What follows belongs to an exercise in optimizing a design on an open flow for small area; a production flow would make more cautious choices. The RTL was checked by simulation tests, not by an equivalence proof against the original design. The clock port is modelled as an ideal driver; clocking choices that lean on that would not hold on a real chip. Power is estimated from default activity; no workload was simulated.

**design/flow/design.v**
```verilog
module Core (clk, clr, rom_data, sram_data_in, io_owns_sram,
	rom_addr, rom_off, sram_req, we, sram_addr, write_data);
	input clk, clr;
	input [7:0] rom_data;
	input [7:0] sram_data_in;
	input io_owns_sram;
	output reg [17:0] rom_addr;
	output rom_off;           
	output sram_req, we;
	output [18:0] sram_addr;
	output [7:0] write_data;
	parameter LOAD = 5'd9;
	parameter STORE = 5'd10;
	parameter JS = 5'd30;
	parameter INC = 5'd31;
	parameter FETCH1 = 4'd0;
	parameter DECODE1 = 4'd1;
	parameter FETCH2 = 4'd2;
	parameter DECODE2 = 4'd3;
	parameter FETCH3 = 4'd4;
	parameter DECODE3 = 4'd5;
	parameter FETCH4 = 4'd6;
	parameter DECODE4 = 4'd7;
	parameter OPERATION = 4'd8;
	parameter BRANCH = 4'd9;
	parameter LOADSTATE = 4'd10;
	parameter LOADSTATE2 = 4'd11;
	parameter STORESTATE = 4'd12;
	parameter STORESTATE2 = 4'd13;
	reg [3:0] state;
	reg [4:0] OPCODE;
	reg [19:0] immd;
	reg [3:0] index;      
	reg neg_flag, zero_flag;
	reg same;             
	reg seq;              
	reg pc_in_immd;       
	wire fetch = ~state[3] & ~state[0];
	wire low_addr = immd[19:4] == 16'd0;
	wire rom_load = state == LOADSTATE & ~low_addr;
	wire [17:0] pc;
	wire [18:0] pc_c;
	assign pc_c[0] = seq;
	genvar i;
	generate
		for (i = 0; i < 18; i = i + 1) begin : pcinc
			assign pc[i] = rom_addr[i] ^ pc_c[i];
			assign pc_c[i+1] = rom_addr[i] & pc_c[i];
		end
	endgenerate
	wire is_inc = OPCODE == INC;
	wire is_shift = OPCODE[4:1] == 4'b0111;
	wire is_js = OPCODE == JS;
	wire is_mov = ~OPCODE[3] & OPCODE[2:0] == 3'd6;    
	wire is_reg_branch = OPCODE == 5'd7 || OPCODE == 5'd8 || OPCODE == 5'd11 ||
	                     OPCODE == 5'd12 || OPCODE == 5'd13;
	wire hi_from_rom = (OPCODE[4] & ~is_inc) | is_shift;
	wire [18:0] rdata;
	wire [3:0] read_index = (state == DECODE2) ?
		(is_reg_branch ? rom_data[7:4] : (is_inc ? 4'd0 : rom_data[3:0])) :
		(is_mov ? 4'd0 : index);
	wire sub = ~OPCODE[3] & (OPCODE[2:0] == 3'd1 || OPCODE[2:0] == 3'd2);
	wire [18:0] b = immd[18:0] ^ {19{sub}};
	wire [18:0] p = rdata ^ b;
	wire [18:0] g = rdata & b;
	wire [19:0] c;
	assign c[0] = sub | is_inc;
	generate
		for (i = 0; i < 19; i = i + 1) begin : carry
			assign c[i+1] = g[i] | (p[i] & c[i]);
		end
	endgenerate
	wire op_and = ~OPCODE[3] & OPCODE[2:0] == 3'd3;
	wire op_or = ~OPCODE[3] & OPCODE[2:0] == 3'd4;
	wire op_xor = ~OPCODE[3] & OPCODE[2:0] == 3'd5;
	wire [18:0] logic_r = ((p & {19{~op_and}}) | (g & {19{op_and | op_or}})) ^
	                      (c[18:0] & {19{~(op_and | op_or | op_xor)}});
	wire shr = OPCODE[0];
	wire [18:0] rrev, srev;
	wire [18:0] shl_in = shr ? rrev : rdata;
	wire [18:0] shl_out = shl_in << immd[19:16];
	generate
		for (i = 0; i < 19; i = i + 1) begin : rev
			assign rrev[i] = rdata[18-i];
			assign srev[i] = shl_out[18-i];
		end
	endgenerate
	wire [18:0] result = (OPCODE[3] & ~OPCODE[4]) ? (shr ? srev : shl_out) : logic_r;
	wire [7:0] load_byte = pc_in_immd ? rom_data : (io_owns_sram ? 8'd0 : sram_data_in);
	wire reg_we = (state == OPERATION && OPCODE[3:0] != 4'd2) ||
	              (state == BRANCH && is_js) || state == LOADSTATE2;
	wire [18:0] reg_wdata = (state == OPERATION) ? result :
	                        (state == BRANCH) ? {1'b0, pc} : {11'd0, load_byte};
	Register_File _RegisterFile(.clk(clk), .we(reg_we), .read_index(read_index),
		.write_index(index), .write_data(reg_wdata), .read_data(rdata));
	reg taken;
	always @(*) begin
		case (OPCODE)
			5'd7, 5'd28: taken = neg_flag;                   
			5'd8, 5'd29: taken = neg_flag | zero_flag;       
			5'd12, 5'd26: taken = zero_flag;                 
			5'd13, 5'd27: taken = ~zero_flag;                
			default: taken = 1'b1;                           
		endcase
	end
	assign rom_off = ~((~state[3] & state[0]) | (state == LOADSTATE2 & pc_in_immd));
	assign sram_req = (state == LOADSTATE & low_addr) | state == STORESTATE;
	assign we = state == STORESTATE;
	assign sram_addr = immd[18:0];
	assign write_data = rdata[7:0];
	always @(posedge clk or negedge clr) begin
		if (~clr) begin
			state <= FETCH1;
			rom_addr <= 18'd0;
			seq <= 1'b0;
			pc_in_immd <= 1'b0;
		end
		else begin
			seq <= 1'b1;
			if (fetch)
				rom_addr <= pc_in_immd ? immd[17:0] : pc;
			else if (rom_load)
				rom_addr <= immd[17:0];
			if (fetch)
				pc_in_immd <= 1'b0;
			else if (state == BRANCH)
				pc_in_immd <= taken;
			else if (state == LOADSTATE)
				pc_in_immd <= ~low_addr;
			if (fetch)
				state <= state + 1'b1;
			else case (state)
				DECODE1: state <= FETCH2;
				DECODE2: begin
					if (OPCODE == INC || OPCODE <= 5'd6 || is_shift)
						state <= OPERATION;
					else if (OPCODE[4])
						state <= FETCH3;
					else if (OPCODE == LOAD)
						state <= LOADSTATE;
					else if (OPCODE == STORE)
						state <= STORESTATE;
					else
						state <= BRANCH;
				end
				DECODE3: state <= FETCH4;
				DECODE4: begin
					if (OPCODE[3:0] <= 4'd6)
						state <= OPERATION;
					else if (OPCODE[3:0] == 4'd7)
						state <= LOADSTATE;
					else if (OPCODE[3:0] == 4'd8)
						state <= STORESTATE;
					else
						state <= BRANCH;
				end
				LOADSTATE: state <= LOADSTATE2;
				LOADSTATE2: state <= (~pc_in_immd & io_owns_sram) ? LOADSTATE : FETCH1;
				STORESTATE: state <= STORESTATE2;
				STORESTATE2: state <= io_owns_sram ? STORESTATE : FETCH1;
				default: state <= FETCH1;            
			endcase
		end
	end
	always @(posedge clk) begin
		case (state)
			DECODE1: OPCODE <= rom_data[7:3];
			DECODE2: begin
				index <= is_js ? 4'd3 : rom_data[7:4];
				same <= ~OPCODE[4] & (rom_data[7:4] == rom_data[3:0]);
				immd[19] <= hi_from_rom & rom_data[3];
				immd[18:16] <= hi_from_rom ? rom_data[2:0] : rdata[18:16];
				immd[15:0] <= rdata[15:0];
			end
			DECODE3: immd[15:8] <= rom_data;
			DECODE4: immd[7:0] <= rom_data;
			OPERATION: begin
				zero_flag <= result == 19'd0;
				neg_flag <= result[18];
			end
			LOADSTATE: begin
				if (~low_addr)
					immd[17:0] <= pc;               
			end
			LOADSTATE2: if (same & ~pc_in_immd) immd[3:0] <= 4'd0;
			default: ;
		endcase
	end
endmodule
module Register_File (clk, we, read_index, write_index, write_data, read_data);
	input clk, we;
	input [3:0] read_index, write_index;
	input [18:0] write_data;
	output reg [18:0] read_data;
	reg [18:0] r [1:15];
	genvar k;
	generate
		for (k = 1; k < 16; k = k + 1) begin : regs
			if (k >= 3 && k <= 5) begin : wide
				always @(posedge clk)
					if (we && write_index == k)
						r[k] <= write_data;
			end
			else begin : narrow
				always @(posedge clk)
					if (we && write_index == k)
						r[k][15:0] <= write_data[15:0];
			end
		end
	endgenerate
	always @(*) begin
		read_data = 19'd0;
		case (read_index)
			4'd1: read_data[15:0] = r[1][15:0];
			4'd2: read_data[15:0] = r[2][15:0];
			4'd3: read_data = r[3];
			4'd4: read_data = r[4];
			4'd5: read_data = r[5];
			4'd6: read_data[15:0] = r[6][15:0];
			4'd7: read_data[15:0] = r[7][15:0];
			4'd8: read_data[15:0] = r[8][15:0];
			4'd9: read_data[15:0] = r[9][15:0];
			4'd10: read_data[15:0] = r[10][15:0];
			4'd11: read_data[15:0] = r[11][15:0];
			4'd12: read_data[15:0] = r[12][15:0];
			4'd13: read_data[15:0] = r[13][15:0];
			4'd14: read_data[15:0] = r[14][15:0];
			4'd15: read_data[15:0] = r[15][15:0];
			default: read_data = 19'd0;
		endcase
	end
endmodule
module IOController (clk, clr, button, mem_data, req, we, addr, write_data, LED,
	audio_req, audio_addr, audio_done, start, stop_len);
	input clk, clr;
	input [7:0] button;
	input [7:0] mem_data;
	output req, we;
	output [18:0] addr;
	output [7:0] write_data;
	output LED;
	input audio_req;
	input [18:0] audio_addr;
	input audio_done;        
	output start;
	output reg [7:0] stop_len;
	parameter IDLE = 4'd0;
	parameter BUTTON6 = 4'd7;
	parameter BUTTON7 = 4'd8;
	parameter WAITCORE = 4'd9;
	parameter GETPOSITION = 4'd10;
	parameter STARTAUDIO = 4'd11;
	parameter WAITAUDIO = 4'd12;
	parameter ENDAUDIO = 4'd13;
	reg [3:0] state;
	reg [9:0] counter;       
	reg but8;
	wire [9:0] counter_inc;
	wire [10:0] cc;
	assign cc[0] = state == WAITCORE;
	genvar i;
	generate
		for (i = 0; i < 10; i = i + 1) begin : cinc
			assign counter_inc[i] = counter[i] ^ cc[i];
			assign cc[i+1] = counter[i] & cc[i];
		end
	endgenerate
	wire s_button = (state != IDLE) & (~state[3] | state == BUTTON7);
	wire s_waitcore = state == WAITCORE;
	wire s_getpos = state == GETPOSITION;
	wire s_waitaudio = state == WAITAUDIO;
	assign we = s_button;
	assign write_data = {5'd0, state[2:1], state[3] ? ~but8 : state[0]};
	assign req = s_button | s_getpos | (s_waitaudio & audio_req) | (s_waitcore & counter == 10'd0);
	assign addr = s_waitaudio ? audio_addr : {17'd0, state == BUTTON7, s_getpos};
	assign LED = s_waitcore;
	assign start = state == STARTAUDIO;
	always @(posedge clk or negedge clr) begin
		if (~clr) begin
			state <= IDLE;
			counter <= 10'd0;
			but8 <= 1'b0;
			stop_len <= 8'd0;
		end
		else begin
			counter <= counter_inc & {10{state != BUTTON6}};
			but8 <= but8 ^ (state == BUTTON7);
			case (state)
				IDLE: begin
					if (button[0]) state <= 4'd1;
					else if (button[1]) state <= 4'd2;
					else if (button[2]) state <= 4'd3;
					else if (button[3]) state <= 4'd4;
					else if (button[4]) state <= 4'd5;
					else if (button[5]) state <= 4'd6;
					else if (button[6]) state <= 4'd7;
					else if (button[7]) state <= BUTTON7;
				end
				BUTTON6: state <= GETPOSITION;
				BUTTON7: state <= IDLE;
				WAITCORE: state <= IDLE;
				GETPOSITION: state <= STARTAUDIO;
				STARTAUDIO: begin
					state <= WAITAUDIO;
					stop_len <= mem_data;
				end
				ENDAUDIO: state <= IDLE;
				WAITAUDIO: begin
					if (audio_done)
						state <= ENDAUDIO;
				end
				default: state <= WAITCORE;  
			endcase
		end
	end
endmodule
module MemoryController (clk, clr, sram_we, sram_addr, sram_data_in, sram_data_out, EN,
	core_sram_req, core_we, core_sram_addr, core_write_data,
	IO_req, IO_we, IO_addr, IO_write_data, IO_data, IO_ready);
	input clk, clr;
	output reg sram_we;
	output reg [18:0] sram_addr;
	input [7:0] sram_data_in;
	output reg [7:0] sram_data_out;
	output EN;
	input core_sram_req, core_we;
	input [18:0] core_sram_addr;
	input [7:0] core_write_data;
	input IO_req, IO_we;
	input [18:0] IO_addr;
	input [7:0] IO_write_data;
	output [7:0] IO_data;
	output IO_ready;
	reg own_io;           
	assign EN = ~sram_we;
	assign IO_ready = own_io;
	assign IO_data = (own_io & sram_we) ? sram_data_in : 8'd0;
	always @(posedge clk or negedge clr) begin
		if (~clr) begin
			own_io <= 1'b0;
			sram_we <= 1'b1;
			sram_addr <= 19'd0;
			sram_data_out <= 8'd0;
		end
		else begin
			own_io <= IO_req;
			if (IO_req) begin
				sram_addr <= IO_addr;
				sram_we <= ~IO_we;
				if (IO_we)
					sram_data_out <= IO_write_data;
			end
			else if (core_sram_req) begin
				sram_addr <= core_sram_addr;
				sram_we <= ~core_we;
				if (core_we)
					sram_data_out <= core_write_data;
			end
		end
	end
endmodule
module audioController (clk, clr, mem_data, data_ready, start, stop_len, addr, req, done, data);
	input clk, clr;
	input [7:0] mem_data;
	input data_ready;
	input start;
	input [7:0] stop_len;
	output reg [18:0] addr;
	output req;
	output done;
	output reg data;
	reg [7:0] len;           
	reg [2:0] bitCounter;
	reg [6:0] counter;
	reg [7:0] data_saved;
	wire [9:0] len3;
	wire [11:0] endpos;
	wire [10:0] c3;
	wire [12:0] bw;
	assign c3[0] = 1'b0;
	assign bw[0] = 1'b0;
	genvar i;
	generate
		for (i = 0; i < 10; i = i + 1) begin : times3
			wire x = (i < 8) ? len[i] : 1'b0;
			wire y = (i >= 1 && i < 9) ? len[i-1] : 1'b0;
			assign len3[i] = x ^ y ^ c3[i];
			assign c3[i+1] = (x & y) | (c3[i] & (x ^ y));
		end
		for (i = 0; i < 12; i = i + 1) begin : minus
			wire x = (i >= 7) ? len[i-7] : 1'b0;
			wire y = (i < 10) ? len3[i] : 1'b0;
			assign endpos[i] = x ^ y ^ bw[i];
			assign bw[i+1] = (~x & y) | (bw[i] & ~(x ^ y));
		end
	endgenerate
	wire [12:0] gt;
	assign gt[0] = |addr[6:0];
	generate
		for (i = 0; i < 12; i = i + 1) begin : cmp
			assign gt[i+1] = (addr[i+7] & ~endpos[i]) | (~(addr[i+7] ^ endpos[i]) & gt[i]);
		end
	endgenerate
	wire active = ~gt[12];
	wire [7:0] sample = data_ready ? mem_data : data_saved;
	wire run = ~start & active;
	wire bit_end = run & counter == 7'd78;
	wire [19:0] ac;
	wire [7:0] cc;
	assign ac[0] = bit_end & bitCounter == 3'd7;
	assign cc[0] = run;
	wire [18:0] addr_inc;
	wire [6:0] counter_inc;
	generate
		for (i = 0; i < 19; i = i + 1) begin : ainc
			assign addr_inc[i] = addr[i] ^ ac[i];
			assign ac[i+1] = addr[i] & ac[i];
		end
		for (i = 0; i < 7; i = i + 1) begin : cinc
			assign counter_inc[i] = counter[i] ^ cc[i];
			assign cc[i+1] = counter[i] & cc[i];
		end
	endgenerate
	assign req = (bitCounter == 3'd0) & active;
	always @(posedge clk or negedge clr) begin
		if (~clr) begin
			counter <= 7'd0;
			addr <= 19'd0;
			bitCounter <= 3'd0;
			len <= 8'd0;
			data <= 1'b0;
			data_saved <= 8'd0;
		end
		else begin
			addr <= addr_inc & {19{~start}};
			counter <= counter_inc & {7{~bit_end}};
			bitCounter <= bitCounter + bit_end;
			if (start)
				len <= stop_len;
			if (run)
				data_saved <= sample;
			if (bit_end)
				data <= sample[bitCounter];
		end
	end
	assign done = ~active;
endmodule
module top (input clk,
			input clr,
			input[7:0] sram_data_in,
			input[7:0] rom_data,
			output sram_we,
			output[18:0] sram_addr,
			output[7:0] sram_data_out,
			output rom_oe,
			output rom_ce,
			output[17:0] rom_addr,
			output EN,
			output LED,
			output sram_oe,
			output sram_ce,
			output sram_NC,
			output rom_pgm,
			output audio_stop,
			output audio_gain,
			output audio_NC,
			output audio_data,
			input[7:0] buttons
			);
	assign sram_oe = 1'b0;
	assign sram_ce = 1'b0;
	assign sram_NC = 1'b1;
	assign rom_pgm = 1'b1;
	assign audio_stop = 1'b0;
	assign audio_gain = 1'b0;
	assign audio_NC = 1'b0;
	assign rom_oe = rom_off;
	assign rom_ce = rom_off;
	wire core_sram_req, core_we, rom_off;
	wire [18:0] core_sram_addr;
	wire [7:0] core_write_data;
	wire IO_req, IO_we, IO_ready;
	wire [18:0] IO_addr;
	wire [7:0] IO_write_data, IO_data;
	wire start, audio_req, audio_done;
	wire [7:0] stop_len;
	wire [18:0] audio_addr;
	Core _Core(.clk(clk), .clr(clr),
		.rom_data(rom_data), .sram_data_in(sram_data_in), .io_owns_sram(IO_ready),
		.rom_addr(rom_addr), .rom_off(rom_off),
		.sram_req(core_sram_req), .we(core_we), .sram_addr(core_sram_addr),
		.write_data(core_write_data));
	MemoryController _MemoryController(.clk(clk), .clr(clr),
		.sram_we(sram_we), .sram_addr(sram_addr), .sram_data_in(sram_data_in),
		.sram_data_out(sram_data_out), .EN(EN),
		.core_sram_req(core_sram_req), .core_we(core_we), .core_sram_addr(core_sram_addr),
		.core_write_data(core_write_data),
		.IO_req(IO_req), .IO_we(IO_we), .IO_addr(IO_addr), .IO_write_data(IO_write_data),
		.IO_data(IO_data), .IO_ready(IO_ready));
	IOController _IOController(.clk(clk), .clr(clr), .button(buttons),
		.mem_data(IO_data), .req(IO_req), .we(IO_we), .addr(IO_addr),
		.write_data(IO_write_data), .LED(LED),
		.audio_req(audio_req), .audio_addr(audio_addr), .audio_done(audio_done),
		.start(start), .stop_len(stop_len));
	audioController _audioController(.clk(clk), .clr(clr),
		.mem_data(IO_data), .data_ready(IO_ready), .start(start), .stop_len(stop_len),
		.addr(audio_addr), .req(audio_req), .done(audio_done), .data(audio_data));
endmodule
```
**design/flow/flow/run.sh**
```bash
#!/bin/bash
# Own layout flow: the standard flow (standard.sh, ORFS), with these changes:
#  - synthesis maps the logic with an area-oriented ABC script (flow/area.abc)
#    and leaves adders to ABC instead of extracting half/full adder cells;
#    registers, their names and cell types are the standard synthesis's
#    (ABC maps only combinational logic);
#  - port buffers are buf_1 cells;
#  - clock tree synthesis uses small clock buffers and no dummy loads.
# Each tool's output goes to flow.log here and to ORFS's own logs under orfs/logs.
set -euo pipefail
W=$PWD
{
	echo "proc abc {args} { set i [lsearch \$args -script]; lset args [expr {\$i + 1}] $W/flow/area.abc; yosys abc {*}\$args }"
	cat synth_recipe.tcl
} > my_synth.tcl
CTS="-sink_clustering_enable -repair_clock_nets -dont_use_dummy_load -buf_list sky130_fd_sc_hd__clkbuf_8 -sink_clustering_size 18 -sink_clustering_max_diameter 60"
sed -e "s#SYNTH_SCRIPT=[^ ]*#SYNTH_SCRIPT=$W/my_synth.tcl ADDER_MAP_FILE= 'CTS_ARGS=$CTS' 'BUFFER_PORTS_ARGS=-buffer_cell sky130_fd_sc_hd__buf_1'#" standard.sh > my_standard.sh
grep -q "my_synth.tcl ADDER_MAP_FILE=" my_standard.sh
bash my_standard.sh finish > flow.log 2>&1
test -s out/final.def
```
**design/flow/flow/area.abc**
```
strash
&get -n
&deepsyn -T 30
&put
dch -f
amap
mfs2
strash
dch -f
amap
topo
```
**design/flow/standard.sh**
```bash
#!/bin/bash
# synth_recipe.tcl (not shown) runs the flow's synth.tcl, then flattens the netlist and writes it again
# the make line also repeats each setting of config.mk as NAME=value (left out here)
make -C /OpenROAD-flow-scripts/flow DESIGN_CONFIG=/design/flow/config.mk WORK_HOME=/design/flow/orfs CLKGATE_MAP_FILE= SYNTH_SCRIPT=/design/flow/synth_recipe.tcl "${@:-finish}"
```
**design/flow/config.mk**
```make
export PLATFORM = sky130hd
export DESIGN_NAME = top
export DESIGN_NICKNAME = top
export VERILOG_FILES = /design/flow/design.v
export SDC_FILE = /design/flow/constraint.sdc
export NUM_CORES = 4
export LEC_CHECK = 0
export CAP_MARGIN = 0
export CORE_MARGIN = 2
export CORE_UTILIZATION = 60
export GPL_TIMING_DRIVEN = 0
export PLACE_DENSITY = 0.75
export SLEW_MARGIN = 0
```
**design/flow/constraint.sdc**
```tcl
create_clock -name core_clock -period 10.0 [get_ports {clk}]
set_input_delay 2.0000 -clock core_clock [delete_from_list [all_inputs] [get_ports {clk}]]
set_output_delay 2.0000 -clock core_clock [all_outputs]
set_load 0.01 [all_outputs]
```
==> results of run 1 <==
==> synth_stat cells, types with 4 or more instances <==
master | instances | area share, %
nand2_1 | 146 | 3.0
and2_0 | 4 | 0.14
clkinv_1 | 162 | 3.3
nor3_1 | 40 | 1.1
o22ai_1 | 99 | 3.4
o21ai_0 | 141 | 3.8
a32oi_1 | 7 | 0.33
o221ai_1 | 26 | 1.2
and3_1 | 11 | 0.37
nor4_1 | 13 | 0.44
a221oi_1 | 14 | 0.66
a221o_1 | 4 | 0.22
a21o_1 | 9 | 0.37
a2111oi_0 | 7 | 0.33
or3_1 | 12 | 0.41
edfxtp_1 | 281 | 46
a222oi_1 | 48 | 2.6
o211ai_1 | 4 | 0.16
a21oi_1 | 83 | 2.2
a311oi_1 | 4 | 0.19
nand4_1 | 17 | 0.58
o21a_1 | 5 | 0.20
a211oi_1 | 15 | 0.61
a32o_1 | 4 | 0.22
a22oi_1 | 60 | 2.4
or2_0 | 20 | 0.68
dfrtp_1 | 121 | 16
buf_4 | 8 | 0.33
o32ai_1 | 8 | 0.38
nor2_1 | 214 | 4.3
o31ai_1 | 4 | 0.16
o22a_1 | 13 | 0.62
a22o_1 | 8 | 0.38
nand3_1 | 28 | 0.76
nor2b_1 | 5 | 0.17
a31oi_1 | 26 | 0.88
==> path summary, 6_finish.rpt <==
kind / depth (start not counted) / start / endpoint
setup / recovery: 31 / rom_data[0] / _Core._RegisterFile.r[3][17]
hold / removal: 1 / _audioController.counter[6] / _audioController.counter[6]
setup reg to reg: 40 / _Core.state[0] / _Core._RegisterFile.r[3][17]
hold reg to reg: 1 / _audioController.counter[6] / _audioController.counter[6]
max in group asynchronous: 3 / clr / _audioController.addr[10]
min in group asynchronous: 1 / clr / _audioController.counter[3]
==> routing by layer <==
metal  track usage [%]  up-vias  routed length, µm
met5                 0        -                  0
met4             17.04        0               3089
met3             4.619      205               5271
met2             57.13      953              27470
met1             47.09     7613              21790
li1                  -     6929                  -
==> through the flow <==
| stage | area [µm²] | total power (W) | setup TNS (ps) |
|---|---|---|---|
| after detailed placement | 20200 | 0.005902 | -74410 |
| after floorplan | 18500 | 0.004616 | 0 |
| after global placement | 19280 | 0.005668 | -725440 |
| final | 20830 | 0.006865 | 0 |
| after global routing | 20830 | 0.007234 | -115.8 |
| after CTS | 20710 | 0.006707 | 0 |
==> layout make-up <==
cell class,instances,area [µm²],share of cell area (%)
Sequential cell,403,11490,55.19
Buffer,8,60.06,0.2884
Timing Repair Buffer,139,1085,5.209
Tap cell,396,495.5,2.379
Multi-Input combinational cell,1123,6604,31.71
Clock buffer,34,467.9,2.247
Inverter,162,620.6,2.980
==> logic make-up (layout without fill, tap and decap cells) <==
family | Yosys count | count (layout)
AO/OA/AOI/OAI | 599 | 599
AND/OR/NAND/NOR | 516 | 516
flip-flops | 403 | 403
buffers and inverters | 170 | 343
other | 2 | 8
==> registers in the layout, summed over array words and instances (netlist names), 3 cells and up <==
name	flops
_Core.state	4
_audioController.addr	19
_audioController.bitCounter	3
_IOController.state	4
_audioController.counter	7
_audioController.len	8
_MemoryController.sram_data_out	8
_Core.immd	20
_MemoryController.sram_addr	19
_Core.index	4
_Core._RegisterFile.r	249
_Core.OPCODE	5
_audioController.data_saved	8
_IOController.counter	10
_Core.rom_addr	18
_IOController.stop_len	8
==> worst register-to-register path: cells and delay by family, from the launching register on <==
family,cells,cell delay [ps]
AND/OR/NAND/NOR,10,2010
buffers and inverters,6,1210
flip-flops,1,490
AO/OA/AOI/OAI,24,5340
==> what timing repair did <==
action / in CTS / in global routing
setup endpoints to repair: 116 / 59
buffers inserted: 2 / 6
hold endpoints to repair: 0 / 0
resized for setup: 8 / 16
hold buffers: 0 / 0
pin swaps: 1 / 1
==> report_power, final <==
group          internal [W]  leakage, nW  switching, W
Clock              0.000306        0.244      0.000497
Sequential          0.00221         4.12      0.000246
Combinational       0.00117         2.74       0.00244
==> results.txt, run 1 <==
share of cells above drive strength 1 8.668%; CP max stage delay 680 ps; Post-Synth Simple-Gate Area 12.20%; grt ovf 0; startpoint class of the critical path input port; post-synthesis adder-cell area fraction 0%; synthesized instance count 1690; Worst Tran Pin Value 1326 ps; Tmin final 9353 ps; Post-Route WL 57620 µm; Skew-Pair Late Insertion Delay 590 ps; Final nets 1897; HPWL after DPL 41690 µm; Post-DRT Antenna Nets 0; Port Buffers 76; final hold slack 494.4 ps; Initial DRC Count 1998; flops & latches, synth 403; outcome no timing/DRC/antenna violations; Clock Path Buffers 3; Worst Path Arrival 9640 ps; via count 15700; Synth Area in Compound Gates 21.93%; CP max-delay cell nor3_4; Cell Pwr Density 329.6 nW/µm²; First-pass DRT Iterations 8; initial antenna violation count 0; Util after Layout 68.44%; CP endpoint kind flip-flop; Die Footprint 32210 µm²; Async S/R FF share, synth 30.27%; vias in the first global route 14920; wire per inst 25.44 µm; clock tree sinks 403; pre-CTS setup slack -1483 ps; Max-cap violations 0; Post-synth EDFFs 281; Placeable Area 30430 µm²; number of distinct library cells after synthesis 51; Synth Cell Area 18470 µm²; skew final 105.6 ps; worst-path fanout max 9; FILL cells 2278; Die Y 179.5 µm; pin count of the biggest net entering global routing 42; maximum clock rate 106.9 MHz; largest family of logic cells by synthesized area compound AO/OA/AOI/OAI gates; CP delay by family, top compound AO/OA/AOI/OAI gates; buffers and inverters on the worst path 2; CTS tree done; worst setup margin 646.5 ps; diode count 0; Final Cycle Share 93.53%; post-synthesis xor/xnor area fraction 0%; WP data required 10290 ps; first-pass GRT wire length 86840 µm; Mean Syn Cell Area 10.93 µm²; Tot GR Track Use 35.07%; Ys Warns 6; Slew Limit Fails 0; post-synthesis mux area share 0%; Hold Crit Class reg2reg; WS Path Type in2reg; Starting Density 60.71%; flop2flop setup slack 680 ps; Synth Flop Type edfxtp_1; Slew HR 11.62%; register area share after synthesis 62.21%; chip width 179.5 µm; Leak Pwr 7.106 nW; # setup viols final 0; Via density 6.932; clock slew seen by the registers of the worst setup and hold paths 90 ps; cell mode on critical path a22oi_1; Fin. Hold Viols 0; H-tree Lvls 2; commonest non-fill, non-tap cells in the layout edfxtp_1 (281), nor2_1 (194), clkinv_1 (159); FP Rows 64; Max VDD drop 0.1966 mV; Placer Congestion 0.9510; commonest non-fill, non-tap cell in the layout edfxtp_1; placed cells 2223; Area Growth Syn to Fin 12.73%; Post-Layout Cell Count 2265; CTS Buf Count 34; num ports 84; drt drc 0; clock root buffer clkbuf_8
==> run 2: changes to the inputs <==
--- a/design/flow/flow/run.sh
+++ b/design/flow/flow/run.sh
@@ -15,5 +15,5 @@
 } > my_synth.tcl
 CTS="-sink_clustering_enable -repair_clock_nets -dont_use_dummy_load -buf_list sky130_fd_sc_hd__clkbuf_8 -sink_clustering_size 18 -sink_clustering_max_diameter 60"
-sed -e "s#SYNTH_SCRIPT=[^ ]*#SYNTH_SCRIPT=$W/my_synth.tcl ADDER_MAP_FILE= 'CTS_ARGS=$CTS' 'BUFFER_PORTS_ARGS=-buffer_cell sky130_fd_sc_hd__buf_1'#" standard.sh > my_standard.sh
+sed -e "s#SYNTH_SCRIPT=[^ ]*#SYNTH_SCRIPT=$W/my_synth.tcl ADDER_MAP_FILE= 'CTS_ARGS=$CTS' 'BUFFER_PORTS_ARGS=-buffer_cell sky130_fd_sc_hd__buf_1' PRE_FLOORPLAN_TCL=$W/flow/small_bufs.tcl PRE_GLOBAL_PLACE_TCL=$W/flow/small_bufs.tcl PRE_RESIZE_TCL=$W/flow/small_bufs.tcl PRE_CTS_TCL=$W/flow/small_bufs.tcl PRE_GLOBAL_ROUTE_TCL=$W/flow/small_bufs.tcl#" standard.sh > my_standard.sh
 grep -q "my_synth.tcl ADDER_MAP_FILE=" my_standard.sh
 bash my_standard.sh finish > flow.log 2>&1
==> design/flow/flow/small_bufs.tcl (new file) <==
# Repair buffers: the smaller sizes only.
set_dont_use {sky130_fd_sc_hd__buf_6 sky130_fd_sc_hd__buf_8 sky130_fd_sc_hd__buf_12 sky130_fd_sc_hd__buf_16}
--- a/design/flow/config.mk
+++ b/design/flow/config.mk
@@ -6,8 +6,8 @@
 export NUM_CORES = 4
 export LEC_CHECK = 0
-export CAP_MARGIN = 0
+export CAP_MARGIN = 20
 export CORE_MARGIN = 2
 export CORE_UTILIZATION = 60
 export GPL_TIMING_DRIVEN = 0
 export PLACE_DENSITY = 0.75
-export SLEW_MARGIN = 0
+export SLEW_MARGIN = 20
==> results.txt, run 2 <==
outcome no timing/DRC/antenna violations; biggest registers after layout _Core._RegisterFile.r x249, _Core.immd x20; Starting Density 60.71%; HPWL after DPL 41160 µm; chip width 179.5 µm; number of distinct library cells after synthesis 51; Port Buffers 76; Synth Cell Area 18470 µm²; pin count of the biggest net entering global routing 33; CP endpoint kind flip-flop; num ports 84; Die Footprint 32210 µm²; Post-Synth Simple-Gate Area 12.20%; count leader, synth edfxtp_1; post-synth top area cell edfxtp_1; via count 15570; FP Rows 64; Post-DRT Antenna Nets 0; dpl cell area 20010 µm²; WL met3 5670 µm; met2 wire len 27350 µm; Die Y 179.5 µm; Tot GR Track Use 35.03%; Synth top area share 45.68%; register area share after synthesis 62.21%; worst-path fanout max 9; First-pass DRT Iterations 10; Max VDD drop 0.2495 mV; Synth Flop Type edfxtp_1; Util after Layout 67.73%; flop2flop setup slack 590 ps; Worst Path Arrival 9760 ps; clock tree sinks 403; post-route cell area 20610 µm²; first-pass GRT wire length 86570 µm; commonest non-fill, non-tap cells in the layout edfxtp_1 (281), nor2_1 (192), clkinv_1 (160); Slew Limit Fails 0; CP max-delay cell dfrtp_2; drt drc 0; maximum clock rate 106.3 MHz; initial antenna violation count 0; grt ovf 0; synthesized instance count 1690; FILL cells 2264; Post-Layout Cell Count 2260; skew final 116.5 ps; Async S/R FF share, synth 30.27%; placed cells 2223; # setup viols final 0; worst setup margin 593.4 ps; Placer Congestion 0.9510; Synth Area in Compound Gates 21.93%; Final Cycle Share 94.07%; Leak Pwr 7.060 nW; Hold Crit Class reg2reg; share of cells above drive strength 1 8.745%; diode count 0; Mean Syn Cell Area 10.93 µm²; largest register by flop count _Core._RegisterFile.r; Cell Pwr Density 331.0 nW/µm²; WP data required 10350 ps; post-synthesis mux area share 0%; Area Growth Syn to Fin 11.55%; Fin. Hold Viols 0; WS Path Type reg2reg; startpoint class of the critical path flip-flop; Via density 6.888; Synth top cells by count edfxtp_1 (281), nor2_1 (214), clkinv_1 (162); Initial DRC Count 1944; commonest non-fill, non-tap cell in the layout edfxtp_1; Top Layer Used met4; cell mode on critical path a22oi_1; Placeable Area 30430 µm²; metal1 wirelength 21330 µm; # hold bufs at CTS 0; Reg2Reg Launch Point _Core.state[0]; worst r2r path cells 40; Ys Warns 6; top cells by area, synth edfxtp_1 (46%), dfrtp_1 (16%), nor2_1 (4.3%), o21ai_0 (3.8%), o22ai_1 (3.4%); wire per inst 25.39 µm; flops & latches, synth 403; post-synthesis xor/xnor area fraction 0%; Post-Route WL 57380 µm; Slew HR 21.75%; CTS Buf Count 34; Max-cap violations 0; hold path cells 1; clock slew seen by the registers of the worst setup and hold paths 90 ps; min-delay src _audioController.counter[6]; Final nets 1892; Worst Tran Pin Value 1169 ps; Worst Hold Path EP _audioController.counter[6]; vias in the first global route 14740; Largest register FFs 249; Post-synth EDFFs 281; pre-CTS setup slack -1133 ps; CTS tree done; largest family of logic cells by synthesized area compound AO/OA/AOI/OAI gates; final hold slack 490.7 ps; CP max stage delay 480 ps; worst r2r dst _Core.zero_flag; post-synthesis adder-cell area fraction 0%; Tmin final 9407 ps; Skew-Pair Late Insertion Delay 600 ps
run 2: cell counts after synthesis:
Identical to the previous run, type by type.
run 2: final cells by class:
cell class / instances / area (µm²) / share of cell area (%)
Timing Repair Buffer: 134 / 782.0 / 3.795
Tap cell: 396 / 495.5 / 2.404
Buffer: 8 / 60.06 / 0.2914
Sequential cell: 403 / 11490 / 55.77
Inverter: 162 / 613.1 / 2.975
Multi-Input combinational cell: 1123 / 6696 / 32.49
Clock buffer: 34 / 467.9 / 2.271
run 2: how the worst max path moves through the flow:
stage / start / endpoint / slack, ps / cells past startpoint
floorplan: _Core.OPCODE[0] / _Core.zero_flag / 1540 / 35
global placement: _Core.OPCODE[0] / _Core.zero_flag / -3790 / 32
detailed placement: _Core.OPCODE[0] / _Core.zero_flag / -1130 / 39
CTS: _Core.state[0] / _Core.zero_flag / 100 / 39
global route: _Core.state[0] / _Core.zero_flag / -20 / 40
finish: _Core.state[0] / _Core.zero_flag / 590 / 40
run 2: cells by family after synthesis:
| logic type | Yosys count |
|---|---|
| other cells | 2 |
| simple gates | 516 |
| flops | 403 |
| compound gates | 599 |
| buf+inv | 170 |
run 2: power by group:
part	internal [W]	total [W]	leakage (nW)	switching [W]
Sequential	0.00221	0.00245	4.12	0.000243
Combinational	0.00113	0.00356	2.70	0.00242
Clock	0.000306	0.000814	0.244	0.000508
run 2: metrics by stage:
step	TNS (ps)	power, W
global placement	-725440	0.005668
finish	0	0.006821
detailed placement	-47480	0.005872
global route	-16.93	0.007192
floorplan	0	0.004616
CTS	0	0.006684
run 2: per-layer routing:
metal  track usage [%]  up-vias
met5                 0        -
met4             18.02        0
met3             5.936      197
met2             56.77      965
met1             45.97     7491
li1                  -     6914
run 2: critical path: cells and delay by family, from the launching register on:
kind / cells / cell delay (ps)
AO/OA/AOI/OAI: 23 / 5330
buffers and inverters: 7 / 1300
AND/OR/NAND/NOR: 10 / 2080
flip-flops: 1 / 480
run 2: timing repair:
action | CTS | global route
setup buffers | 3 | 0
gates resized for setup | 6 | 13
pin swaps | 1 | 0
setup endpoints to repair | 86 | 44
==> run 3: changes to the inputs <==
==> design/flow/flow/small_bufs.tcl (replaced) <==
# Repair buffers: the smaller sizes only.
set_dont_use {sky130_fd_sc_hd__buf_4 sky130_fd_sc_hd__buf_6 sky130_fd_sc_hd__buf_8 sky130_fd_sc_hd__buf_12 sky130_fd_sc_hd__buf_16 sky130_fd_sc_hd__bufbuf_8 sky130_fd_sc_hd__bufbuf_16}
--- a/design/flow/config.mk
+++ b/design/flow/config.mk
@@ -8,6 +8,6 @@
 export CAP_MARGIN = 20
 export CORE_MARGIN = 2
-export CORE_UTILIZATION = 60
+export CORE_UTILIZATION = 65
 export GPL_TIMING_DRIVEN = 0
-export PLACE_DENSITY = 0.75
+export PLACE_DENSITY = 0.8
 export SLEW_MARGIN = 20
==> results.txt, run 3 <==
register area share after synthesis 62.21%; biggest registers after layout _Core._RegisterFile.r x249, _Core.immd x20; worst-path fanout max 28; drt drc 0; Leak Pwr 7.037 nW; min-delay src _MemoryController.sram_data_out[5]; Worst Tran Pin Value 1188 ps; worst setup margin 517.9 ps; number of distinct library cells after synthesis 51; Async S/R FF share, synth 30.27%; Max VDD drop 0.2433 mV; Final nets 1903; synthesized instance count 1690; grt ovf 0; Fin. Hold Viols 0; Slew Limit Fails 0; startpoint class of the critical path flip-flop; Placeable Area 27860 µm²; CTS Buf Count 34; top cells by area, synth edfxtp_1 (46%), dfrtp_1 (16%), nor2_1 (4.3%), o21ai_0 (3.8%), o22ai_1 (3.4%); FP Rows 61; Via density 7.140; Post-Route WL 60840 µm; CP endpoint kind flip-flop; Starting Density 66.31%; Max-cap violations 0; Ys Warns 6; cell mode on critical path a22oi_1; clock slew seen by the registers of the worst setup and hold paths 90 ps; count leader, synth edfxtp_1; Slew HR 20.78%; Initial DRC Count 2437; Synth Cell Area 18470 µm²; worst r2r path cells 39; Die Y 172.6 µm; Tmin final 9482 ps; pre-CTS setup slack -1621 ps; Skew-Pair Late Insertion Delay 590 ps; Post-DRT Antenna Nets 0; Multi-input gate area 6695 µm²; HPWL after DPL 42390 µm; initial antenna violation count 1; Synth top cells by count edfxtp_1 (281), nor2_1 (214), clkinv_1 (162); Final Cycle Share 94.82%; vias in the first global route 15380; placed cells 2206; via count 16100; Synth Flop Type edfxtp_1; chip width 172.6 µm; Sequential Area 11490 µm²; commonest non-fill, non-tap cells in the layout edfxtp_1 (281), nor2_1 (189), clkinv_1 (160); CP max-delay cell nor2_1; final hold slack 489.7 ps; Worst Path Arrival 9790 ps; share of cells above drive strength 1 9.333%; Final Power 0.006916 W; num ports 84; Cell Pwr Density 338.4 nW/µm²; Area Growth Syn to Fin 10.63%; # hold bufs at CTS 0; CP max stage delay 600 ps; WP data required 10300 ps; WS Path Type reg2reg; flop2flop setup slack 520 ps; largest register by flop count _Core._RegisterFile.r; Tot GR Track Use 40.16%; pin count of the biggest net entering global routing 33; skew final 92.51 ps; First-pass DRT Iterations 8; Post-synth EDFFs 281; FILL cells 1914; Mean Syn Cell Area 10.93 µm²; maximum clock rate 105.5 MHz; worst r2r dst _Core.zero_flag; outcome no timing/DRC/antenna violations; Hold Crit Class reg2reg; clock tree sinks 403; Worst Hold Path EP _MemoryController.sram_data_out[5]; flops & latches, synth 403; Die Footprint 29790 µm²; # setup viols final 0; first-pass GRT wire length 90600 µm; Placer Congestion 0.9694; Port Buffers 76; post-synth top area cell edfxtp_1; wire per inst 26.98 µm; Reg2Reg Launch Point _Core.OPCODE[0]; hold path cells 2; Largest register FFs 249; Synth top area share 45.68%; Post-Layout Cell Count 2255; CTS tree done; commonest non-fill, non-tap cell in the layout edfxtp_1
-- run 3: kinds of logic (layout without fill, tap and decap cells) --
| family | Yosys count | in the layout | share of synthesized area (%) |
|---|---|---|---|
| compound gates | 599 | 599 | 21.93 |
| other cells | 2 | 10 | 0.04065 |
| flops | 403 | 403 | 62.21 |
| simple gates | 516 | 516 | 12.20 |
| buf+inv | 170 | 349 | 3.617 |
-- run 3: final cells by class --
cell class / count / area share, %
clock buffer: 34 / 2.290
sequential: 403 / 56.24
timing repair buffer: 145 / 3.079
buffer: 8 / 0.2939
inverter: 162 / 3.000
multi-input combinational: 1123 / 32.76
tap: 378 / 2.314
antenna: 2 / 0.02449
-- run 3: what timing repair did --
item,4_1_cts,5_1_grt
setup buffers,2,9
endpoints found under the setup margin,116,59
resized for setup,10,12
pin swaps,1,2
-- run 3: worst max path at each step --
stage | cells past startpoint | endpoint | start | slack (ps)
after floorplan | 35 | _Core.zero_flag | _Core.OPCODE[0] | 1540
after global placement | 30 | _Core.zero_flag | _Core.OPCODE[0] | -3580
after detailed placement | 37 | _Core.zero_flag | _Core.OPCODE[0] | -1620
after CTS | 37 | _Core.zero_flag | _Core.OPCODE[0] | 10
after global routing | 39 | _Core.zero_flag | _Core.OPCODE[0] | -70
final | 39 | _Core.zero_flag | _Core.OPCODE[0] | 520
-- run 3: per-stage QoR --
stage          instance area [µm²]  TNS [ps]  util, %
2_1_floorplan                18500         0        -
3_3_place_gp                 19250   -617790    69.12
3_5_place_dp                 19790   -102630    71.02
4_1_cts                      20290         0    72.85
5_1_grt                      20430    -72.49    73.34
6_report                     20440         0    73.36
-- run 3: power by group --
| group | internal, W | leakage (nW) | total, W | switching, W |
|---|---|---|---|---|
| combinational | 0.00112 | 2.67 | 0.00363 | 0.00251 |
| sequential | 0.00221 | 4.12 | 0.00245 | 0.000241 |
| clock | 0.000307 | 0.244 | 0.000833 | 0.000526 |
-- run 3: layer usage --
| layer | part of all wire (%) | track usage (%) | vias up |
|---|---|---|---|
| met5 | 0 | 0 | - |
| met4 | 6.2 | 21.23 | 0 |
| met3 | 11 | 7.608 | 280 |
| met2 | 47 | 66.97 | 1242 |
| met1 | 35 | 50.32 | 7634 |
| li1 | - | - | 6944 |
-- run 3: critical path: cells and delay by family (launching register included) --
family,cells,cell delay (ps)
flip-flops,1,510
AO/OA/AOI/OAI,21,4930
AND/OR/NAND/NOR,12,2540
buffers and inverters,6,1260
==> run 4: changes to the inputs <==
--- a/design/flow/config.mk
+++ b/design/flow/config.mk
@@ -8,6 +8,6 @@
 export CAP_MARGIN = 20
 export CORE_MARGIN = 2
-export CORE_UTILIZATION = 65
+export CORE_UTILIZATION = 60
 export GPL_TIMING_DRIVEN = 0
-export PLACE_DENSITY = 0.8
+export PLACE_DENSITY = 0.75
 export SLEW_MARGIN = 20
==> results.txt, run 4 <==
wire per inst 25.42 µm; share of cells above drive strength 1 8.759%; first-pass GRT wire length 86840 µm; Tot GR Track Use 34.89%; via count 15590; P_sw 0.003173 W; Clock Power Share 11.3%; Max VDD drop 0.2668 mV; Synth Flop Type edfxtp_1; Final Cycle Share 94.02%; register area share after synthesis 62.21%; top cells by area, synth edfxtp_1 (46%), dfrtp_1 (16%), nor2_1 (4.3%), o21ai_0 (3.8%), o22ai_1 (3.4%); synthesized instance count 1690; Gate power share 52.4%; pin count of the biggest net entering global routing 33; Worst Path Arrival 9760 ps; Synth top area share 45.68%; cell mode on critical path a22oi_1; Power Internal 0.003590 W; CTS tree done; Seq pwr share 36.3%; switching part of the total 46.92%; Die Y 179.5 µm; biggest registers after layout _Core._RegisterFile.r x249, _Core.immd x20; Synth top cells by count edfxtp_1 (281), nor2_1 (214), clkinv_1 (162); commonest non-fill, non-tap cell in the layout edfxtp_1; Placeable Area 30430 µm²; Hold Crit Class reg2reg; Synth Cell Area 18470 µm²; Slew Limit Fails 0; WP data required 10360 ps; buffers and inverters on the worst path 4; Async S/R FF share, synth 30.27%; CP max-delay cell nor2_1; FP Rows 64; CTS Buf Count 31; initial antenna violation count 1; grt ovf 0; WS Path Type reg2reg; Post-Route WL 57410 µm; Slew HR 24.10%; Max-cap violations 0; Worst Tran Pin Value 1134 ps; Skew-Pair Late Insertion Delay 650 ps; Initial DRC Count 1944; largest register by flop count _Core._RegisterFile.r; Final Power 0.006764 W; Util after Layout 66.97%; Tmin final 9402 ps; # setup viols final 0; vias in the first global route 14820; Placer Congestion 0.9510; chip width 179.5 µm; First-pass DRT Iterations 9; num ports 84; Die Footprint 32210 µm²; startpoint class of the critical path flip-flop; Largest register FFs 249; maximum clock rate 106.4 MHz; clock tree sinks 403; # hold bufs at CTS 0; post-synth top area cell edfxtp_1; number of distinct library cells after synthesis 51; Final nets 1889; skew final 90.77 ps; Leak Pwr 6.972 nW; Ys Warns 6; FILL cells 2314; clock slew seen by the registers of the worst setup and hold paths 90 ps; worst-path fanout max 14; Area Growth Syn to Fin 10.31%; Post-DRT Antenna Nets 0; CP endpoint kind flip-flop; drt drc 0; Via density 6.903; Fin. Hold Viols 0; HPWL after DPL 41050 µm; flops & latches, synth 403; Post-synth EDFFs 281; outcome no timing/DRC/antenna violations; CP delay by family, top compound AO/OA/AOI/OAI gates; RSZ-0062 raised after global routing no; count leader, synth edfxtp_1; CP max stage delay 890 ps; commonest non-fill, non-tap cells in the layout edfxtp_1 (281), nor2_1 (191), clkinv_1 (160); Sequential Area 11490 µm²; Port Buffers 76; Multi-input gate area 6713 µm²; Cell Pwr Density 331.9 nW/µm²; flop2flop setup slack 600 ps; Starting Density 60.71%; Mean Syn Cell Area 10.93 µm²
## run 4: cell counts after synthesis
No cell type changed its count.
## run 4: power by group through the flow
stage,Clock (W),Combinational (W),Sequential [W]
floorplan,0,0.00217,0.00244
global placement,0,0.00319,0.00248
detailed placement,0,0.00335,0.00248
CTS,0.000766,0.00340,0.00244
global route,0.000825,0.00383,0.00248
finish,0.000767,0.00354,0.00246
## run 4: cell families (layout without fill, tap and decap cells)
logic type             Yosys count  count (layout)  share of synthesized area [%]
other                            2               9                        0.04065
AND/OR/NAND/NOR                516             516                          12.20
buffers and inverters          170             335                          3.617
AO/OA/AOI/OAI                  599             599                          21.93
flip-flops                     403             403                          62.21
## run 4: final timing paths
path / start / cells after the start / end
worst max-delay path: _Core.OPCODE[0] / 29 / _Core.zero_flag
worst min-delay path: _audioController.counter[6] / 1 / _audioController.counter[6]
worst max register to register: _Core.OPCODE[0] / 29 / _Core.zero_flag
worst min register to register: _audioController.counter[6] / 1 / _audioController.counter[6]
max in group asynchronous: clr / 3 / _MemoryController.sram_addr[14]
min in group asynchronous: clr / 1 / _Core.rom_addr[2]
## run 4: repair_timing
| action | in CTS | in global routing |
|---|---|---|
| endpoints found under the hold margin | 0 | 0 |
| buffers inserted | 3 | 0 |
| gates resized for setup | 6 | 16 |
| gates cloned | 0 | 0 |
| pin swaps | 1 | 0 |
| endpoints found under the setup margin | 101 | 44 |
## run 4: worst register-to-register path, delay by kind of cell, from the launching register on
family | cells | cell delay [ps]
compound gates | 20 | 4330
buf+inv | 4 | 1970
flops | 1 | 440
simple gates | 5 | 2470
## run 4: final cells by class
cell class	count	area share (%)
Antenna cell	1	0.01228
Buffer	8	0.2947
Clock buffer	31	2.094
Inverter	162	3.008
Multi-Input combinational cell	1123	32.94
Sequential cell	403	56.40
Tap cell	396	2.431
Timing Repair Buffer	134	2.824
## run 4: metal layers
metal	wire [µm]	vias up	track usage, %	share of wire, %
met3	5652	200	4.761	9.8
li1	-	6903	-	-
met1	21050	7499	46.10	37
met4	3235	0	17.27	5.6
met2	27470	986	57.33	48
met5	0	-	0	0
## run 4: metrics by stage
step	setup TNS (ps)	hold WS, ps	setup slack [ps]	std cells	area [µm²]
floorplan	0	447.5	1535	1696	18500
global placement	-725440	466.9	-3789	2168	19280
detailed placement	-55050	470.6	-1194	2223	19820
CTS	0	489.4	20.11	2257	20280
global route	0	503.8	17.23	2257	20380
finish	0	492.2	597.6	2258	20380
==> run 5: changes to the inputs <==
--- a/design/flow/flow/run.sh
+++ b/design/flow/flow/run.sh
@@ -15,5 +15,5 @@
 } > my_synth.tcl
 CTS="-sink_clustering_enable -repair_clock_nets -dont_use_dummy_load -buf_list sky130_fd_sc_hd__clkbuf_8 -sink_clustering_size 18 -sink_clustering_max_diameter 60"
-sed -e "s#SYNTH_SCRIPT=[^ ]*#SYNTH_SCRIPT=$W/my_synth.tcl ADDER_MAP_FILE= 'CTS_ARGS=$CTS' 'BUFFER_PORTS_ARGS=-buffer_cell sky130_fd_sc_hd__buf_1' PRE_FLOORPLAN_TCL=$W/flow/small_bufs.tcl PRE_GLOBAL_PLACE_TCL=$W/flow/small_bufs.tcl PRE_RESIZE_TCL=$W/flow/small_bufs.tcl PRE_CTS_TCL=$W/flow/small_bufs.tcl PRE_GLOBAL_ROUTE_TCL=$W/flow/small_bufs.tcl#" standard.sh > my_standard.sh
+sed -e "s#SYNTH_SCRIPT=[^ ]*#SYNTH_SCRIPT=$W/my_synth.tcl ADDER_MAP_FILE= SYNTH_INSBUF=0 'CTS_ARGS=$CTS' 'BUFFER_PORTS_ARGS=-buffer_cell sky130_fd_sc_hd__buf_1' PRE_FLOORPLAN_TCL=$W/flow/small_bufs.tcl PRE_GLOBAL_PLACE_TCL=$W/flow/small_bufs.tcl PRE_RESIZE_TCL=$W/flow/small_bufs.tcl PRE_CTS_TCL=$W/flow/small_bufs.tcl PRE_GLOBAL_ROUTE_TCL=$W/flow/small_bufs.tcl#" standard.sh > my_standard.sh
 grep -q "my_synth.tcl ADDER_MAP_FILE=" my_standard.sh
 bash my_standard.sh finish > flow.log 2>&1
==> results.txt, run 5 <==
Tmin final 9447 ps; vias in the first global route 14630; wire per inst 25.73 µm; FP Rows 64; Hold Crit Class reg2reg; Slew HR 25.88%; Post-DRT Antenna Nets 0; Worst Path Arrival 9770 ps; Final nets 1889; Starting Density 60.51%; drt drc 0; largest register by flop count _Core._RegisterFile.r; Tot GR Track Use 36.25%; WP data required 10320 ps; FILL cells 2303; worst-path fanout max 9; Die Footprint 32110 µm²; Via density 6.911; grt ovf 0; outcome no timing/DRC/antenna violations; commonest non-fill, non-tap cells in the layout edfxtp_1 (281), nor2_1 (190), clkinv_1 (160); Post-synth EDFFs 281; Slew Limit Fails 0; Worst Tran Pin Value 1104 ps; CP max stage delay 660 ps; Die Y 179.2 µm; Placer Congestion 0.9454; dpl cell area 19760 µm²; Synth Flop Type edfxtp_1; Post-Route WL 58080 µm; startpoint class of the critical path input port; Synth top cells by count edfxtp_1 (281), nor2_1 (214), clkinv_1 (162); Initial DRC Count 2101; Skew-Pair Late Insertion Delay 600 ps; # hold bufs at CTS 0; clock tree sinks 403; Area Growth Syn to Fin 10.77%; diode count 0; Cell Pwr Density 335.3 nW/µm²; final hold slack 499.1 ps; Max VDD drop 0.2123 mV; clock slew seen by the registers of the worst setup and hold paths 90 ps; HPWL after DPL 40950 µm; RSZ-0062 raised after global routing no; Mean Syn Cell Area 10.95 µm²; via count 15600; Fin. Hold Viols 0; CTS Buf Count 35; top cells by area, synth edfxtp_1 (46%), dfrtp_1 (16%), nor2_1 (4.4%), o21ai_0 (3.8%), o22ai_1 (3.4%); num ports 84; chip width 179.2 µm; Final TNS setup 0 ps; Max-cap violations 0; cell mode on critical path a22oi_1; initial antenna violation count 0; # setup viols final 0; CTS tree done; Final Cycle Share 94.47%; First-pass DRT Iterations 6; Synth top area share 45.82%; Async S/R FF share, synth 30.27%; post-synth top area cell edfxtp_1; count leader, synth edfxtp_1; synthesized instance count 1682; first-pass GRT wire length 85840 µm; Largest register FFs 249; number of distinct library cells after synthesis 50; Leak Pwr 6.983 nW; biggest registers after layout _Core._RegisterFile.r x249, _Core.immd x20; pin count of the biggest net entering global routing 33; CP endpoint kind flip-flop; Synth Cell Area 18410 µm²; WS Path Type in2reg; flops & latches, synth 403; register area share after synthesis 62.41%; CP max-delay cell o221ai_2; post-route cell area 20400 µm²; Ys Warns 6; commonest non-fill, non-tap cell in the layout edfxtp_1; Port Buffers 76; Placeable Area 30430 µm²; skew final 102.7 ps; maximum clock rate 105.9 MHz; share of cells above drive strength 1 8.759%
==> run 5: cells by family (layout without fill, tap and decap cells) <==
group | count (synthesis) | count (layout) | share of synthesized area (%)
AO/OA/AOI/OAI | 599 | 599 | 22.00
flip-flops | 403 | 403 | 62.41
AND/OR/NAND/NOR | 516 | 516 | 12.24
other | 2 | 8 | 0.04078
buffers and inverters | 162 | 335 | 3.302
==> run 5: final timing paths <==
check | startpoint | end | slack [ps] | cells past startpoint
worst max-delay path | rom_data[0] | _Core.zero_flag | 550 | 31
worst min-delay path | _audioController.counter[6] | _audioController.counter[6] | 500 | 1
worst max register to register | _Core.state[0] | _Core.zero_flag | 690 | 39
worst min register to register | _audioController.counter[6] | _audioController.counter[6] | 500 | 1
max in group asynchronous | clr | _Core.rom_addr[14] | 6920 | 3
min in group asynchronous | clr | _IOController.stop_len[5] | 1360 | 1
==> run 5: cell type report <==
class	instances	area (µm²)	share of cell area, %
well taps	396	495.5	2.429
multi-input cells	1123	6719	32.94
repair buffers	138	595.6	2.920
clock buffers	35	481.7	2.362
flip-flops and latches	403	11490	56.35
inverters	162	611.8	3.000
==> run 5: where the power goes <==
group / internal (W) / switching [W] / total, W / leakage [nW]
Clock: 0.000315 / 0.000508 / 0.000822 / 0.252
Combinational: 0.00111 / 0.00246 / 0.00357 / 2.61
Sequential: 0.00221 / 0.000238 / 0.00245 / 4.12
==> run 5: critical path: cells and delay by family <==
family                 cells  cell delay [ps]
AND/OR/NAND/NOR            7             2020
AO/OA/AOI/OAI             20             4690
buffers and inverters      4             1030
==> run 5: layer usage <==
metal  global-route usage, %  vias up  routed length, µm  share of wire, %
li1                        -     6924                  -                 -
met2                   58.88      920              27330                47
met5                       0        -                  0                 0
met3                   5.852      196               5802                10
met1                   47.22     7557              21870                38
met4                   19.05        0               3071               5.3
==> run 5: stage by stage <==
stage	total power (W)	instances	worst slack (ps)	utilization, %
floorplan	0.004611	1688	1535	-
global placement	0.005675	2160	-3367	63.15
detailed placement	0.005855	2216	-1326	64.95
CTS	0.006681	2252	43.32	66.62
global route	0.007198	2257	29.57	67.03
finish	0.006838	2257	553.3	67.03
==> run 5: repair_timing <==
action | 4_1_cts | 5_1_grt
pin swaps | 0 | 2
endpoints found under the setup margin | 102 | 56
buffers inserted | 1 | 4
resized for setup | 8 | 14
==> run 6: changes to the inputs <==
--- a/design/flow/flow/run.sh
+++ b/design/flow/flow/run.sh
@@ -14,5 +14,5 @@
 	cat synth_recipe.tcl
 } > my_synth.tcl
-CTS="-sink_clustering_enable -repair_clock_nets -dont_use_dummy_load -buf_list sky130_fd_sc_hd__clkbuf_8 -sink_clustering_size 18 -sink_clustering_max_diameter 60"
+CTS="-sink_clustering_enable -repair_clock_nets -dont_use_dummy_load -buf_list sky130_fd_sc_hd__clkbuf_8 -sink_clustering_size 20 -sink_clustering_max_diameter 40"
 sed -e "s#SYNTH_SCRIPT=[^ ]*#SYNTH_SCRIPT=$W/my_synth.tcl ADDER_MAP_FILE= SYNTH_INSBUF=0 'CTS_ARGS=$CTS' 'BUFFER_PORTS_ARGS=-buffer_cell sky130_fd_sc_hd__buf_1' PRE_FLOORPLAN_TCL=$W/flow/small_bufs.tcl PRE_GLOBAL_PLACE_TCL=$W/flow/small_bufs.tcl PRE_RESIZE_TCL=$W/flow/small_bufs.tcl PRE_CTS_TCL=$W/flow/small_bufs.tcl PRE_GLOBAL_ROUTE_TCL=$W/flow/small_bufs.tcl#" standard.sh > my_standard.sh
 grep -q "my_synth.tcl ADDER_MAP_FILE=" my_standard.sh
==> results.txt, run 6 <==
outcome no timing/DRC/antenna violations; Ys Warns 6; cell mode on critical path a22oi_1; Power Internal 0.003743 W; initial antenna violation count 1; register area share after synthesis 62.41%; # hold bufs at CTS 0; Reg2Reg Launch Point _Core.OPCODE[0]; clock tree sinks 403; post-synth top area cell edfxtp_1; pre-CTS setup slack -1326 ps; buffers and inverters on the worst path 8; Post-Route WL 57590 µm; num ports 84; Util after Layout 67.64%; FP Rows 64; min-delay src _Core.OPCODE[2]; Tot GR Track Use 36.14%; switching part of the total 46.21%; First-pass DRT Iterations 8; CP max stage delay 500 ps; Port Buffers 76; Worst Hold Path EP _Core.state[1]; synthesized instance count 1682; FILL cells 2289; Top Layer Used met4; Worst Path Arrival 9760 ps; WP data required 10410 ps; Placer Congestion 0.9454; via count 15600; worst r2r path cells 39; commonest non-fill, non-tap cells in the layout edfxtp_1 (281), nor2_1 (192), clkinv_1 (160); Seq pwr share 35.1%; Max-cap violations 0; wire per inst 25.36 µm; Slew Limit Fails 0; Initial DRC Count 2002; diode count 0; startpoint class of the critical path flip-flop; Post-synth EDFFs 281; Clock Power Share 13.8%; biggest registers after layout _Core._RegisterFile.r x249, _Core.immd x20; flop2flop setup slack 650 ps; HPWL after DPL 40950 µm; CP endpoint kind flip-flop; vias in the first global route 14680; Mean Syn Cell Area 10.95 µm²; CP max-delay cell edfxtp_1; largest register by flop count _Core._RegisterFile.r; Die Footprint 32110 µm²; P_sw 0.003216 W; worst r2r dst _Core.zero_flag; Max VDD drop 0.1838 mV; Placeable Area 30430 µm²; chip width 179.2 µm; Post-DRT Antenna Nets 0; CTS tree done; drt drc 0; Leak Pwr 7.080 nW; # setup viols final 0; Fin. Hold Viols 0; Slew HR 19.73%; grt ovf 0; Area Growth Syn to Fin 11.78%; WL met3 6017 µm; met2 wire len 26960 µm; top cells by area, synth edfxtp_1 (46%), dfrtp_1 (16%), nor2_1 (4.4%), o21ai_0 (3.8%), o22ai_1 (3.4%); Die Y 179.2 µm; skew final 87.49 ps; CP delay by family, top compound AO/OA/AOI/OAI gates; Synth top cells by count edfxtp_1 (281), nor2_1 (214), clkinv_1 (162); commonest non-fill, non-tap cell in the layout edfxtp_1; pin count of the biggest net entering global routing 33; Starting Density 60.51%; Hold Crit Class reg2reg; WS Path Type reg2reg; Gate power share 51.0%; CTS Buf Count 48; clock slew seen by the registers of the worst setup and hold paths 60 ps; share of cells above drive strength 1 9.333%; first-pass GRT wire length 85410 µm; Final nets 1903; Worst Tran Pin Value 1200 ps; Via density 6.869; worst setup margin 654.1 ps; Tmin final 9346 ps; Skew-Pair Late Insertion Delay 630 ps; Final Cycle Share 93.46%; Synth Cell Area 18410 µm²; metal1 wirelength 21500 µm; Async S/R FF share, synth 30.27%; Synth top area share 45.82%; worst-path fanout max 28; Cell Pwr Density 338.1 nW/µm²; Final TNS setup 0 ps; count leader, synth edfxtp_1; Largest register FFs 249; maximum clock rate 107.0 MHz; flops & latches, synth 403; Synth Flop Type edfxtp_1; number of distinct library cells after synthesis 50; hold path cells 1
[run 6: worst max path at each step]
| stage | to | slack [ps] | from | cells past startpoint |
|---|---|---|---|---|
| finish | _Core.zero_flag | 650 | _Core.OPCODE[0] | 39 |
| global route | _Core.zero_flag | -90 | _Core.state[0] | 41 |
| CTS | _Core.zero_flag | 90 | _Core.state[0] | 39 |
| detailed placement | _Core._RegisterFile.r[2][15] | -1330 | _Core.OPCODE[0] | 33 |
| global placement | _Core.zero_flag | -3370 | _Core.OPCODE[0] | 32 |
| floorplan | _Core.zero_flag | 1540 | _Core.OPCODE[0] | 35 |
[run 6: kinds of logic after synthesis]
family / Yosys count / synth area share (%)
compound gates: 599 / 22.00
simple gates: 516 / 12.24
flops: 403 / 62.41
buf+inv: 162 / 3.302
other cells: 2 / 0.04078
[run 6: cell type report]
cell class	count	area, µm²	share of cell area (%)
clock buffers	48	660.6	3.210
inverters	162	614.3	2.985
multi-input cells	1123	6720	32.65
flip-flops and latches	403	11490	55.84
well taps	396	495.5	2.407
repair buffers	139	599.3	2.912
[run 6: power groups by stage]
stage	Sequential, W	Combinational [W]	Clock (W)
5_1_grt	0.00248	0.00384	0.00102
6_report	0.00244	0.00355	0.000962
4_1_cts	0.00244	0.00341	0.000957
3_5_place_dp	0.00248	0.00338	0
3_3_place_gp	0.00247	0.00320	0
2_1_floorplan	0.00244	0.00217	0
[run 6: timing repair]
action,4_1_cts,5_1_grt
setup endpoints to repair,116,57
gates cloned,0,0
gates resized for setup,10,14
pin swaps,0,2
buffers inserted,1,5
[run 6: routing by layer]
layer  up-vias  track usage, %
met5         -               0
met4         0           19.69
met3       213           6.064
met2       976           58.40
met1      7466           46.92
li1       6945               -
[run 6: stage by stage]
step	cells	cell area, µm²	total power [W]	hold slack (ps)
after CTS	2265	20460	0.006813	469.2
after global placement	2160	19220	0.005675	464.1
final	2271	20580	0.006959	453.1
after global routing	2271	20580	0.007340	505.5
after floorplan	1688	18440	0.004611	447.5
after detailed placement	2216	19760	0.005855	480.0

-- what the ideal ports hide --
The flow's constraints put no driver on any port. The routed layouts listed below were extracted and timed again, unchanged, in two steps. Step 1 (the two cells are an assumption about what drives the block):
set clk [get_ports {clk}]
set_driving_cell -lib_cell sky130_fd_sc_hd__clkbuf_16 $clk
set_driving_cell -lib_cell sky130_fd_sc_hd__buf_2 [delete_from_list [all_inputs] $clk]
Step 2 times the ports against the registers' clock, not the clock port: input delays grow and output delays shrink by t, the midpoint of the rising clock arrivals with the driver on. Three values: no drivers, after step 1, after step 2; two values: the first two.
| run | shift t [ns] | setup WS [ns] | hold slack, ns | slew at the worst register clock pin (ns) |
|---|---|---|---|---|
| run 1 | 0.582 | 0.647 / 0.626 / 0.044 | 0.494 / 0.494 / 0.494 | 0.11 / 0.11 |
| run 2 | 0.587 | 0.593 / 0.593 / 0.064 | 0.491 / 0.491 / 0.491 | 0.11 / 0.11 |
| run 3 | 0.591 | 0.518 / 0.501 / -0.090 | 0.490 / 0.490 / 0.490 | 0.12 / 0.12 |
| run 4 | 0.651 | 0.598 / 0.598 / 0.102 | 0.492 / 0.492 / 0.492 | 0.11 / 0.11 |
| run 5 | 0.595 | 0.553 / 0.540 / -0.054 | 0.499 / 0.499 / 0.499 | 0.11 / 0.11 |
| run 6 | 0.634 | 0.654 / 0.654 / 0.082 | 0.453 / 0.453 / 0.453 | 0.11 / 0.11 |
Met with ideal ports but missed after step 2: setup timing in run 3 and run 5. For run 3, which loses most, drivers alone change the setup slack by -0.017 ns; drivers and shift together by -0.608 ns.
